This is an optimization exercise on Yosys and OpenROAD, whose aim is small area, not a production implementation. RTL that was checked went through simulation tests only; none was proved equivalent to the original. The flow treats the clock pin as an ideal source, which a real chip does not have. Power is estimated from default activity; no workload was simulated.

03-14:
Design dvi_tx_parallel, start of the top module:
module dvi_tx_parallel (
	input  wire       clk,
	input  wire       rst_n,
	input  wire       en,
	input  wire [7:0] r,
	input  wire [7:0] g,
	input  wire [7:0] b,
	output wire       rgb_rdy,
	output wire [9:0] tmds2,
	output wire [9:0] tmds1,
	output wire [9:0] tmds0
);
For scale: roughly 120 flip-flops, about 58 I/O pins, about 5100 µm² of cells after synthesis.
==> module tmds_balance, before the edit <==
module tmds_balance (
	input  wire [8:0] q_m,
	input  wire [3:0] imb,
	output wire [9:0] q,
	output wire [3:0] imb_next
);
wire [7:0] m = q_m[7:0];
wire s1 = m[0] ^ m[1] ^ m[2];
wire c1 = m[0] & m[1] | m[0] & m[2] | m[1] & m[2];
wire s2 = m[3] ^ m[4] ^ m[5];
wire c2 = m[3] & m[4] | m[3] & m[5] | m[4] & m[5];
wire s3 = s1 ^ s2 ^ m[6];
wire c3 = s1 & s2 | s1 & m[6] | s2 & m[6];
wire b0 = s3 ^ m[7];
wire c4 = s3 & m[7];
wire s5 = c1 ^ c2 ^ c3;
wire c5 = c1 & c2 | c1 & c3 | c2 & c3;
wire b1 = s5 ^ c4;
wire c6 = s5 & c4;
wire b2 = c5 ^ c6;
wire b3 = c5 & c6;
wire [3:0] n_q = {b3, b2, b1, b0};
wire x = !q_m[8];
wire imb_zero = imb == 4'd0;
wire n_four = n_q == 4'd4;
wire n_low = !b3 && !b2;
wire inv = imb_zero || n_four ? x : (imb[3] == n_low);
assign q = {inv, q_m[8], q_m[7:0] ^ {8{inv}}};
wire [3:0] d_q = n_q - 4'd4;
assign imb_next = inv ? imb + {3'b000, q_m[8]} - d_q : imb + d_q - {3'b000, x};
endmodule
Settings: LEC_CHECK=0, CAP_MARGIN=20, CORE_MARGIN=2, CORE_UTILIZATION=40, SLEW_MARGIN=20; clock period 6.0 ns.
standard.sh (not shown) runs the stock make flow with config.mk's settings and CLKGATE_MAP_FILE= SYNTH_SCRIPT=/design/flow/synth_recipe.tcl, a recipe that flattens the netlist after the stock synthesis.
==> flow/flow/run.sh <==
#!/bin/bash
# Layout flow: the standard flow, with an area-oriented synthesis (ABC's
# area mapper, no separate full/half-adder mapping), unit-size port buffers and
# a clock tree of small buffers without dummy loads.
set -euo pipefail
W=$(pwd)

# A private copy of ORFS's scripts that differs only in the ABC script used
# when ABC_AREA is 1.
rm -rf "$W/scripts_area"
cp -r "$FLOW_HOME/scripts" "$W/scripts_area"
cp "$W/flow/abc_area.script" "$W/scripts_area/abc_area.script"

bash standard.sh SCRIPTS_DIR="$W/scripts_area" ABC_AREA=1 ADDER_MAP_FILE= synth > "$W/synth.log" 2>&1

bash standard.sh \
	BUFFER_PORTS_ARGS="-buffer_cell sky130_fd_sc_hd__buf_1" \
	CTS_ARGS="-sink_clustering_enable -repair_clock_nets -buf_list sky130_fd_sc_hd__clkbuf_4 -dont_use_dummy_load" \
	finish > "$W/layout.log" 2>&1
==> flow/flow/abc_area.script <==
strash
dch -f
amap
topo
stime -c
> inputs changed (03-14 -> 12-04)
--- a/flow/design.v
+++ b/flow/design.v
@@ -35,36 +35,23 @@
 module tmds_balance (
 	input  wire [8:0] q_m,
 	input  wire [3:0] imb,
 	output wire [9:0] q,
 	output wire [3:0] imb_next
 );
-wire [7:0] m = q_m[7:0];
-wire s1 = m[0] ^ m[1] ^ m[2];
-wire c1 = m[0] & m[1] | m[0] & m[2] | m[1] & m[2];
-wire s2 = m[3] ^ m[4] ^ m[5];
-wire c2 = m[3] & m[4] | m[3] & m[5] | m[4] & m[5];
-wire s3 = s1 ^ s2 ^ m[6];
-wire c3 = s1 & s2 | s1 & m[6] | s2 & m[6];
-wire b0 = s3 ^ m[7];
-wire c4 = s3 & m[7];
-wire s5 = c1 ^ c2 ^ c3;
-wire c5 = c1 & c2 | c1 & c3 | c2 & c3;
-wire b1 = s5 ^ c4;
-wire c6 = s5 & c4;
-wire b2 = c5 ^ c6;
-wire b3 = c5 & c6;
-wire [3:0] n_q = {b3, b2, b1, b0};
+wire [3:0] n_q;
+popcount #(.W_IN(8)) pc_q (.din(q_m[7:0]), .dout(n_q));
+wire b3 = n_q[3], b2 = n_q[2];
 wire x = !q_m[8];
 wire imb_zero = imb == 4'd0;
 wire n_four = n_q == 4'd4;
 wire n_low = !b3 && !b2;
 wire inv = imb_zero || n_four ? x : (imb[3] == n_low);
 assign q = {inv, q_m[8], q_m[7:0] ^ {8{inv}}};
-wire [3:0] d_q = n_q - 4'd4;
-assign imb_next = inv ? imb + {3'b000, q_m[8]} - d_q : imb + d_q - {3'b000, x};
+wire [3:0] k = inv ? 4'd5 : 4'd11;
+assign imb_next = imb + (n_q ^ {4{inv}}) + k + {3'b000, q_m[8]};
 endmodule
 module dvi_timing (
 	input  wire clk,
 	input  wire started,
 	input  wire en,
 	output wire vsync,
[summary]
- met3 routing resource usage after global routing was lower in the run labelled 12-04.
- The summed area of non-filler cells in the final layout of 12-04 is lower than that of 03-14.
- Taking 03-14 as the reference, in 12-04 post-layout instance count excluding filler cells dropped 11%, clock tree buffer count of the final layout level.
- Between 12-04 and 03-14, it is 12-04 whose overall power after layout is lower, by 190 µW.
- 12-04 against 03-14: setup slack after layout went down 0.070 ns, combinational group share of total power fell 6.1 points, total number of multi-input combinational cells shrank by 69, overall global routing resource usage now sits lower, top fanout value on the critical path shows a reduction of 2.
- Run comparison: 03-14 end point of the critical path tmds2[4]; 12-04 end point of the critical path tmds0[0]
- Relative to 03-14, the global routing met2 resource utilization of 12-04 is lower by 0.48 points.
- Cmp 12-04 and 03-14 / sequential share of layout area / higher: 12-04
Only the layout flow was run in 03-14; the RTL was not checked for function there.

* * *

branch fjord:
The RTL this note starts from:
==> flow/design.v <==
module popcount #(
	parameter W_IN = 8,
	parameter W_OUT = $clog2(W_IN + 1)
) (
	input  wire [W_IN-1:0]  din,
	output wire [W_OUT-1:0] dout
);
reg [W_OUT-1:0] accum;
integer i;
always @ (*) begin
	accum = {W_OUT{1'b0}};
	for (i = 0; i < W_IN; i = i + 1)
		accum = accum + din[i];
end
assign dout = accum;
endmodule
module tmds_minimise (
	input  wire [7:0] d,
	output wire [8:0] q_m
);
wire s1 = d[1] ^ d[2] ^ d[3];
wire c1 = d[1] & d[2] | d[1] & d[3] | d[2] & d[3];
wire s2 = d[4] ^ d[5] ^ d[6];
wire c2 = d[4] & d[5] | d[4] & d[6] | d[5] & d[6];
wire c3 = s1 & s2 | s1 & d[7] | s2 & d[7];
wire x = c1 & c2 | c1 & c3 | c2 & c3;
wire [7:0] pre;
assign pre[0] = d[0];
genvar i;
generate for (i = 1; i < 8; i = i + 1) begin: chain
	assign pre[i] = pre[i - 1] ^ d[i];
end endgenerate
assign q_m = {!x, pre ^ {4{x, 1'b0}}};
endmodule
module tmds_balance (
	input  wire [8:0] q_m,
	input  wire [3:0] imb,
	output wire [9:0] q,
	output wire [3:0] imb_next
);
wire [3:0] n_q;
popcount #(.W_IN(8)) pc_q (.din(q_m[7:0]), .dout(n_q));
wire b3 = n_q[3], b2 = n_q[2];
wire x = !q_m[8];
wire imb_zero = imb == 4'd0;
wire n_four = n_q == 4'd4;
wire n_low = !b3 && !b2;
wire inv = imb_zero || n_four ? x : (imb[3] == n_low);
assign q = {inv, q_m[8], q_m[7:0] ^ {8{inv}}};
wire [3:0] k = inv ? 4'd5 : 4'd11;
assign imb_next = imb + (n_q ^ {4{inv}}) + k + {3'b000, q_m[8]};
endmodule
module dvi_timing (
	input  wire clk,
	input  wire rst_n,
	input  wire en,
	output wire den_now,    
	output wire started,    
	output wire den3,       
	output wire vsync3,     
	output wire hsync3      
);
reg [2:0] en_d;
reg [1:0] age;
always @ (posedge clk or negedge rst_n) begin
	if (!rst_n) begin
		en_d <= 3'b000;
		age <= 2'd0;
	end else begin
		en_d <= {en_d[1:0], en};
		if (age != 2'd3)
			age <= age + 1'b1;
	end
end
assign started = age != 2'd0;
wire ready = age == 2'd3;
reg [3:0] h_lo;
reg [5:0] h_hi;
reg [9:0] v_pos;
wire h_lo_end  = &h_lo;
wire h_last    = h_hi[5] && h_hi[4] && h_hi[0];    
wire h_act_end = h_hi[5] && h_hi[4] && !h_hi[0];   
wire v_advance = h_act_end && h_lo_end;
wire v_last    = &v_pos[9:5] && v_pos[3] && v_pos[0];  
always @ (posedge clk) begin
	if (!en_d[2]) begin
		h_lo <= 4'd15;
		h_hi <= 6'd49;
		v_pos <= 10'd1001;
	end else begin
		h_lo <= h_lo + 1'b1;
		if (h_lo_end)
			h_hi <= h_last ? 6'd0 : h_hi + 1'b1;
		if (v_advance)
			v_pos <= v_last ? 10'd477 : v_pos + 1'b1;
	end
end
wire h_sync   = !(h_hi[5] || h_hi[4] || h_hi[3]) && !(h_hi[2] && h_hi[1]);  
wire h_active = (h_hi[5] || h_hi[4] || h_hi[3] && (h_hi[2] || h_hi[1] || h_hi[0])) && !h_last;  
wire v_sync   = !v_pos[9] && !v_pos[5] && !(&v_pos[4:0]);  
wire v_active = v_pos[9] && !(&v_pos[8:5]);                
wire lo_ge13   = h_lo[3] && h_lo[2] && (h_lo[1] || h_lo[0]);
wire h_is8     = h_hi == 6'd8;
wire h_ahead   = (h_active && !h_act_end) || (h_is8 && lo_ge13) || (h_act_end && !lo_ge13);
assign den_now = &en_d && h_ahead && v_active;
assign den3   = ready && h_active && v_active;
assign hsync3 = ready && !h_sync;
assign vsync3 = ready && !v_sync;
endmodule
module dvi_tx_parallel (
	input  wire       clk,
	input  wire       rst_n,
	input  wire       en,
	input  wire [7:0] r,
	input  wire [7:0] g,
	input  wire [7:0] b,
	output wire       rgb_rdy,
	output wire [9:0] tmds2,
	output wire [9:0] tmds1,
	output wire [9:0] tmds0
);
wire started, den3, vsync3, hsync3;
dvi_timing inst_dvi_timing (
	.clk     (clk),
	.rst_n   (rst_n),
	.en      (en),
	.den_now (rgb_rdy),
	.started (started),
	.den3    (den3),
	.vsync3  (vsync3),
	.hsync3  (hsync3)
);
wire [1:0] c3 = {vsync3, hsync3};
reg [23:0] p1, p2, p3;
always @ (posedge clk) begin
	p1 <= {r, g, b};
	p2 <= p1;
	p3 <= p2;
end
wire [8:0] m2, m1, m0;
tmds_minimise min2 (.d(p3[23:16]), .q_m(m2));
tmds_minimise min1 (.d(p3[15:8]),  .q_m(m1));
tmds_minimise min0 (.d(p3[7:0]),   .q_m(m0));
reg  [3:0] imb2, imb1, imb0;
wire [3:0] imb2_nxt, imb1_nxt, imb0_nxt;
wire [9:0] e2, e1, e0;
tmds_balance bal2 (.q_m(m2), .imb(imb2), .q(e2), .imb_next(imb2_nxt));
tmds_balance bal1 (.q_m(m1), .imb(imb1), .q(e1), .imb_next(imb1_nxt));
tmds_balance bal0 (.q_m(m0), .imb(imb0), .q(e0), .imb_next(imb0_nxt));
always @ (posedge clk) begin
	imb2 <= den3 ? imb2_nxt : 4'd0;
	imb1 <= den3 ? imb1_nxt : 4'd0;
	imb0 <= den3 ? imb0_nxt : 4'd0;
end
wire [9:0] ctl0 = {c3[1] ~^ c3[0], !c3[0], {3{c3[0], !c3[0]}}, c3[0], c3[0]};
wire [9:0] ctl00 = 10'b1101010100;
assign tmds2 = den3 ? e2 : ctl00 & {10{started}};
assign tmds1 = den3 ? e1 : ctl00 & {10{started}};
assign tmds0 = den3 ? e0 : ctl0  & {10{started}};
endmodule
==> flow/config.mk <==
export PLATFORM = sky130hd
export DESIGN_NAME = dvi_tx_parallel
export DESIGN_NICKNAME = dvi_tx_parallel
export VERILOG_FILES = /design/flow/design.v
export SDC_FILE = /design/flow/constraint.sdc
export NUM_CORES = 4
export LEC_CHECK = 0
export CAP_MARGIN = 20
export CORE_MARGIN = 2
export CORE_UTILIZATION = 75
export SLEW_MARGIN = 20
==> flow/constraint.sdc <==
create_clock -name core_clock -period 6.0 [get_ports {clk}]
set_input_delay 1.2000 -clock core_clock [delete_from_list [all_inputs] [get_ports {clk}]]
set_output_delay 1.2000 -clock core_clock [all_outputs]
set_load 0.01 [all_outputs]
==> flow/flow/run.sh <==
#!/bin/bash
# Layout flow: the standard flow, with an area-oriented synthesis (the
# logic mapped by each of the ABC scripts flow/abc_*.script, keeping the
# smallest, with no separate full/half-adder mapping), unit-size port buffers
# and a clock tree of small buffers without dummy loads, where each buffer
# whose output slew comes out high is then upsized (flow/post_cts.tcl).
set -euo pipefail
W=$(pwd)

# A private copy of ORFS's scripts whose synth.tcl calls my_abc_best
# (flow/abc_best.tcl) in place of its single abc call.
rm -rf "$W/scripts_area"
cp -r "$FLOW_HOME/scripts" "$W/scripts_area"
grep -q '^  log_cmd abc {\*}\$abc_args$' "$W/scripts_area/synth.tcl"
sed -i 's|^  log_cmd abc {\*}\$abc_args$|  source '"$W"'/flow/abc_best.tcl; my_abc_best $abc_args|' "$W/scripts_area/synth.tcl"
export FLOW_ABC_DIR="$W/flow"

bash standard.sh SCRIPTS_DIR="$W/scripts_area" ABC_AREA=1 ADDER_MAP_FILE= synth > "$W/synth.log" 2>&1

bash standard.sh \
	BUFFER_PORTS_ARGS="-buffer_cell sky130_fd_sc_hd__buf_1" \
	CTS_ARGS="-sink_clustering_enable -repair_clock_nets -buf_list sky130_fd_sc_hd__clkbuf_4 -dont_use_dummy_load" \
	POST_CTS_TCL="$W/flow/post_cts.tcl" \
	finish > "$W/layout.log" 2>&1
==> flow/flow/abc_1.script <==
strash
&get -n
&deepsyn -T 30
&put
dch -f
amap
topo
stime -c
==> flow/flow/abc_2.script <==
strash
dch -f
amap
topo
stime -c
==> flow/flow/abc_3.script <==
strash
dc2
dch -f
amap
topo
stime -c
==> flow/flow/abc_4.script <==
strash
&get -n
&st
&syn2
&dch -f
&nf -a -R 1000
&put
topo
stime -c
==> flow/flow/abc_best.tcl <==
# Maps the design's logic with each ABC script flow/abc_*.script and keeps the
# mapping with the smallest cell area. Replaces the single abc call in ORFS's
# synth.tcl; everything else in synthesis is unchanged.
proc my_abc_best { abc_args } {
  set scripts [lsort [glob $::env(FLOW_ABC_DIR)/abc_*.script]]
  set at [lsearch -exact $abc_args -script]
  set libs {}
  for {set i 0} {$i < [llength $abc_args]} {incr i} {
    if {[lindex $abc_args $i] eq "-liberty"} {
      lappend libs -liberty [lindex $abc_args [expr {$i + 1}]]
    }
  }
  design -save my_pre_abc
  set best ""
  set best_area 0
  foreach s $scripts {
    design -load my_pre_abc
    log_cmd abc {*}[lreplace $abc_args [expr {$at + 1}] [expr {$at + 1}] $s]
    set out [tee -q -s result.string stat {*}$libs]
    if {![regexp {Chip area for module '[^']*': ([0-9.]+)} $out -> area]} {
      error "my_abc_best: no area for $s"
    }
    puts "my_abc_best: [file tail $s] gives $area um2"
    if {$best eq "" || $area < $best_area} {
      set best $s
      set best_area $area
      design -save my_best_abc
    }
  }
  design -load my_best_abc
  puts "my_abc_best: kept [file tail $best] ($best_area um2)"
}
==> flow/flow/post_cts.tcl <==
proc my_upsize_clock_buffers {} {
  set limit [expr {[info exists ::env(FLOW_CLK_SLEW)] ? $::env(FLOW_CLK_SLEW) : 0.1}]
  set big [get_lib_cells sky130_fd_sc_hd__clkbuf_8]
  estimate_parasitics -placement
  set changed 0
  foreach inst [[ord::get_db_block] getInsts] {
    set m [[$inst getMaster] getName]
    if {![string match "sky130_fd_sc_hd__clkbuf_*" $m] || $m eq "sky130_fd_sc_hd__clkbuf_8" || $m eq "sky130_fd_sc_hd__clkbuf_16"} { continue }
    if {[[$inst findITerm X] getNet] eq "NULL"} { continue }
    set net [[$inst findITerm X] getNet]
    if {[$net getSigType] ne "CLOCK"} { continue }
    set pin [get_pins [$inst getName]/X]
    set s 0
    foreach rf {rise fall} { set v [get_property $pin slew_max_$rf]; if {$v > $s} { set s $v } }
    if {$s > $limit} {
      replace_cell [get_cells [$inst getName]] $big
      incr changed
      puts "my_upsize_clock_buffers: [$inst getName] $m slew $s -> clkbuf_8"
    }
  }
  if {$changed > 0} {
    estimate_parasitics -placement
    detailed_placement
  }
}
my_upsize_clock_buffers
branch fjord is listed as incomplete: the tool reported an error in global routing and the run ended there.
For branch xenon, these inputs were changed with respect to branch fjord:
-- flow/design.v --
<<< branch fjord, line 132
);
wire [1:0] c3 = {vsync3, hsync3};
reg [23:0] p1, p2, p3;
always @ (posedge clk) begin
	p1 <= {r, g, b};
	p2 <= p1;
	p3 <= p2;
end
wire [8:0] m2, m1, m0;
tmds_minimise min2 (.d(p3[23:16]), .q_m(m2));
tmds_minimise min1 (.d(p3[15:8]),  .q_m(m1));
tmds_minimise min0 (.d(p3[7:0]),   .q_m(m0));
reg  [3:0] imb2, imb1, imb0;
wire [3:0] imb2_nxt, imb1_nxt, imb0_nxt;
>>> branch xenon, line 132
);
wire [1:0] c3 = {vsync3, hsync3};
reg  [23:0] p1, p2;
reg  [8:0]  m2, m1, m0;
wire [8:0]  m2_nxt, m1_nxt, m0_nxt;
tmds_minimise min2 (.d(p2[23:16]), .q_m(m2_nxt));
tmds_minimise min1 (.d(p2[15:8]),  .q_m(m1_nxt));
tmds_minimise min0 (.d(p2[7:0]),   .q_m(m0_nxt));
always @ (posedge clk) begin
	p1 <= {r, g, b};
	p2 <= p1;
	m2 <= m2_nxt;
	m1 <= m1_nxt;
	m0 <= m0_nxt;
end
reg  [3:0] imb2, imb1, imb0;
wire [3:0] imb2_nxt, imb1_nxt, imb0_nxt;
==> comparison <==
branch xenon: no failed stages, no open violations at the end
Compared with branch fjord, in branch xenon chip height went up; count of unique library cells instantiated by Yosys has increased; number of nets in the synthesized netlist went up; detailed-placement wirelength estimate dropped 6.1%.
branch xenon vs branch fjord: synthesized cell count up
| simple logic cell fraction of the synthesized area | branch xenon vs branch fjord | 2.4 points higher |
Re area of placed instances: branch xenon is about 3% down on branch fjord.
From branch fjord to branch xenon the numbers moved as follows: starting density of the core went up 0.96 points; number of placed instances, taps included went down 18; area fraction in compound gates after synthesis went down 3.2 points; number of synthesized register bits went up 3.
Summary: with branch fjord as the reference, area after synthesis in branch xenon moved up by a few percent.
branch xenon vs branch fjord: CTS sink count up
The sequential area share after synthesis of branch xenon and that of branch fjord are within noise of each other.
Function not checked in branch fjord: the RTL went through the layout flow alone.

what the ideal ports hide:
How much do the figures lean on ideal ports? The routed layouts below were timed once more, with nothing changed but the port constraints. Step 1 (the two cells are an assumption about what drives the block):
set clk [get_ports {clk}]
set_driving_cell -lib_cell sky130_fd_sc_hd__clkbuf_16 $clk
set_driving_cell -lib_cell sky130_fd_sc_hd__buf_2 [delete_from_list [all_inputs] $clk]
Step 2 moves the port delays by t, midway between the first and last clock arrival at a register: inputs arrive t later, outputs are due t later. That takes back most of the time a late clock gives input paths. Slacks: no drivers / after step 1 / after step 2; pairs: no drivers / after step 1.
run | shift t [ns] | setup WS [ns] | hold WS [ns]
03-14 | 0.527 | 0.689 / 0.657 / 1.184 | 0.310 / 0.310 / 0.310
12-04 | 0.487 | 0.620 / 0.590 / 1.078 | 0.328 / 0.328 / 0.328
branch xenon | 0.379 | 0.885 / 0.854 / 1.232 | 0.329 / 0.329 / 0.329
After both steps setup and hold are still met in every run listed.
